Source: an optimization exercise on an open RTL-to-GDS flow (aim: small area, a short achievable clock period and few clock cycles). Production flows keep margins and buffers that such runs may drop. Only simulation tests tie the RTL to the original design; equivalence was not proved.

== v31 ==
==> flow/design.v <==
`timescale 1ns/10ps
module  SOBEL(clk,reset,busy,ready,iaddr,idata,cdata_rd,cdata_wr,caddr_rd,caddr_wr,cwr,crd,csel	);
input				clk;
input				reset;
output	reg 		busy;
input				ready;
output 	reg [16:0]		iaddr;
input  	[7:0]		idata;
input	[7:0]		cdata_rd;
output	[7:0]		cdata_wr;
output 	[15:0]		caddr_rd;
output 	reg [15:0]	caddr_wr;
output	reg         cwr;
output              crd;
output 	reg [1:0]	csel;
assign caddr_rd = 16'd0;
assign crd = 1'b0;
wire rmid = csel == 2'd3;
wire rbot = csel == 2'd1;
wire top  = csel == 2'd3;
reg ptop;        
reg pbot;        
reg vnext;       
reg started;     
reg  rowend;     
wire done   = top & cwr & (&caddr_wr);
reg [8:0]  idr;   
reg [9:0]  N;     
reg [9:0]  S1;    
reg [9:0]  S2;    
reg [8:0]  K;     
reg [8:0]  D1;    
reg [10:0] G2;    
reg [10:0] cw;    
reg [10:0] ybuf;  
wire [8:0]  d0  = ~K;                                    
wire [9:0]  nsum = (ptop ? 10'd0 : N) + {1'b0, idr};
wire [8:0]  ksum = K + idr;
wire [10:0] gx   = {1'b0, S2} - {1'b0, N};               
wire [10:0] gy   = G2 + {{2{d0[8]}}, d0};
wire [10:0] g2n  = {{2{D1[8]}}, D1} + {d0[8], d0, 1'b0};
wire [7:0]  yc   = ybuf[10] ? 8'd0 : (|ybuf[9:8]) ? 8'hff : ybuf[7:0];
wire [9:0]  csum = {1'b0, cdata_wr, 1'b1} + {1'b0, yc, 1'b1};   
assign cdata_wr = cw[10] ? 8'd0 : (|cw[9:8]) ? 8'hff : cw[7:0];
always @(posedge clk) begin
    idr <= rmid ? {idata, 1'b0} : {1'b0, idata};
    N <= nsum;
    if (ptop) begin
        S1 <= N;
        S2 <= S1;
        D1 <= d0;
        G2 <= g2n;
        K  <= ~idr;
    end else if (pbot) begin
        K  <= ksum;
    end
    cw   <= ptop ? gx : {3'd0, yc};
    ybuf <= ptop ? gy : {3'd0, csum[9:2]};
end
always @(posedge clk or posedge reset) begin
    if (reset) begin
        busy     <= 1'b0;
        csel     <= 2'd0;
        ptop     <= 1'b0;
        pbot     <= 1'b0;
        iaddr    <= 17'd0;
        caddr_wr <= 16'd0;
        cwr      <= 1'b0;
        vnext    <= 1'b0;
        started  <= 1'b0;
        rowend   <= 1'b0;
    end else if (busy) begin
        csel  <= done ? 2'd0 : {~csel[1] | ~csel[0], csel[1]};
        ptop  <= csel == 2'd2;
        pbot  <= csel == 2'd1;
        iaddr <= rbot ? iaddr + 17'h1FDFD + {16'd0, rowend} : iaddr + 17'd258;
        if (top) begin
            cwr      <= vnext & ~done;
            vnext    <= ~rowend & started;
            started  <= started | iaddr[0];
            if (cwr) caddr_wr <= caddr_wr + 16'd1;
            rowend   <= caddr_wr[7:0] == (cwr ? 8'd253 : 8'd254);
            if (done) busy <= 1'b0;
        end
    end else if (ready & ~started) begin
        busy <= 1'b1;
        csel <= 2'd2;
    end
end
endmodule
Settings: LEC_CHECK=0, CAP_MARGIN=20, CORE_MARGIN=2, CORE_UTILIZATION=40, CTS_BUF_LIST=sky130_fd_sc_hd__clkbuf_8, CTS_CLUSTER_SIZE=30, SETUP_SLACK_MARGIN=2.4, SLEW_MARGIN=20; clock period 5.0 ns.
standard.sh (not shown) runs the stock make flow with config.mk's settings and CLKGATE_MAP_FILE= SYNTH_SCRIPT=/design/flow/synth_recipe.tcl, a recipe that flattens the netlist after the stock synthesis.
==> flow/flow/run.sh <==
#!/bin/bash
# The standard layout, with plain buffers (instead of delay cells) on the
# input and output ports. Each tool's output goes to its own log here.
set -euo pipefail
export BUFFER_PORTS_ARGS="-buffer_cell sky130_fd_sc_hd__buf_1"
bash standard.sh > standard.log 2>&1
v31 finished end to end and its layout was clean on timing, DRC and antenna.
Testbench counts of v31, summed over its fixed seeds: cycles 789,544.
Setup changes, v31 to v35
- CORE_UTILIZATION: 40 -> 55
==> flow/flow/run.sh <==
#!/bin/bash
# The standard layout, with plain buffers (instead of delay cells) on the
# input and output ports. Each tool's output goes to its own log here.
set -euo pipefail
export BUFFER_PORTS_ARGS="-buffer_cell sky130_fd_sc_hd__buf_2"
bash standard.sh > standard.log 2>&1
--- outcome ---
- Comparing v35 and v31, global-route usage is lower on v31.
- From v31 to v35 the numbers moved as follows: via count rose 199; met1 routing resource usage after global routing now sits higher; global-route wire length before repair moved up.
- The higher core utilization came out of v35.

re-timing with driven ports:
The flow's constraints put no driver on any port. The routed layouts listed below were extracted and timed again, unchanged, in two steps. Step 1 assumes that a clkbuf_16 drives the clock port and a buf_2 every other input. Step 2 times the ports against the registers' clock, not the clock port: input delays grow and output delays shrink by t, the midpoint of the rising clock arrivals with the driver on. Slacks: no drivers / after step 1 / after step 2; pairs: no drivers / after step 1.
run	t, ns	setup WS [ns]	worst register clock-pin slew, ns	cell pins on the clock port's net
v31	0.469	2.452 / 2.452 / 2.452	0.08 / 0.08	1
v35	0.480	2.501 / 2.462 / 2.516	0.08 / 0.08	1
After both steps every run listed still meets setup and hold.
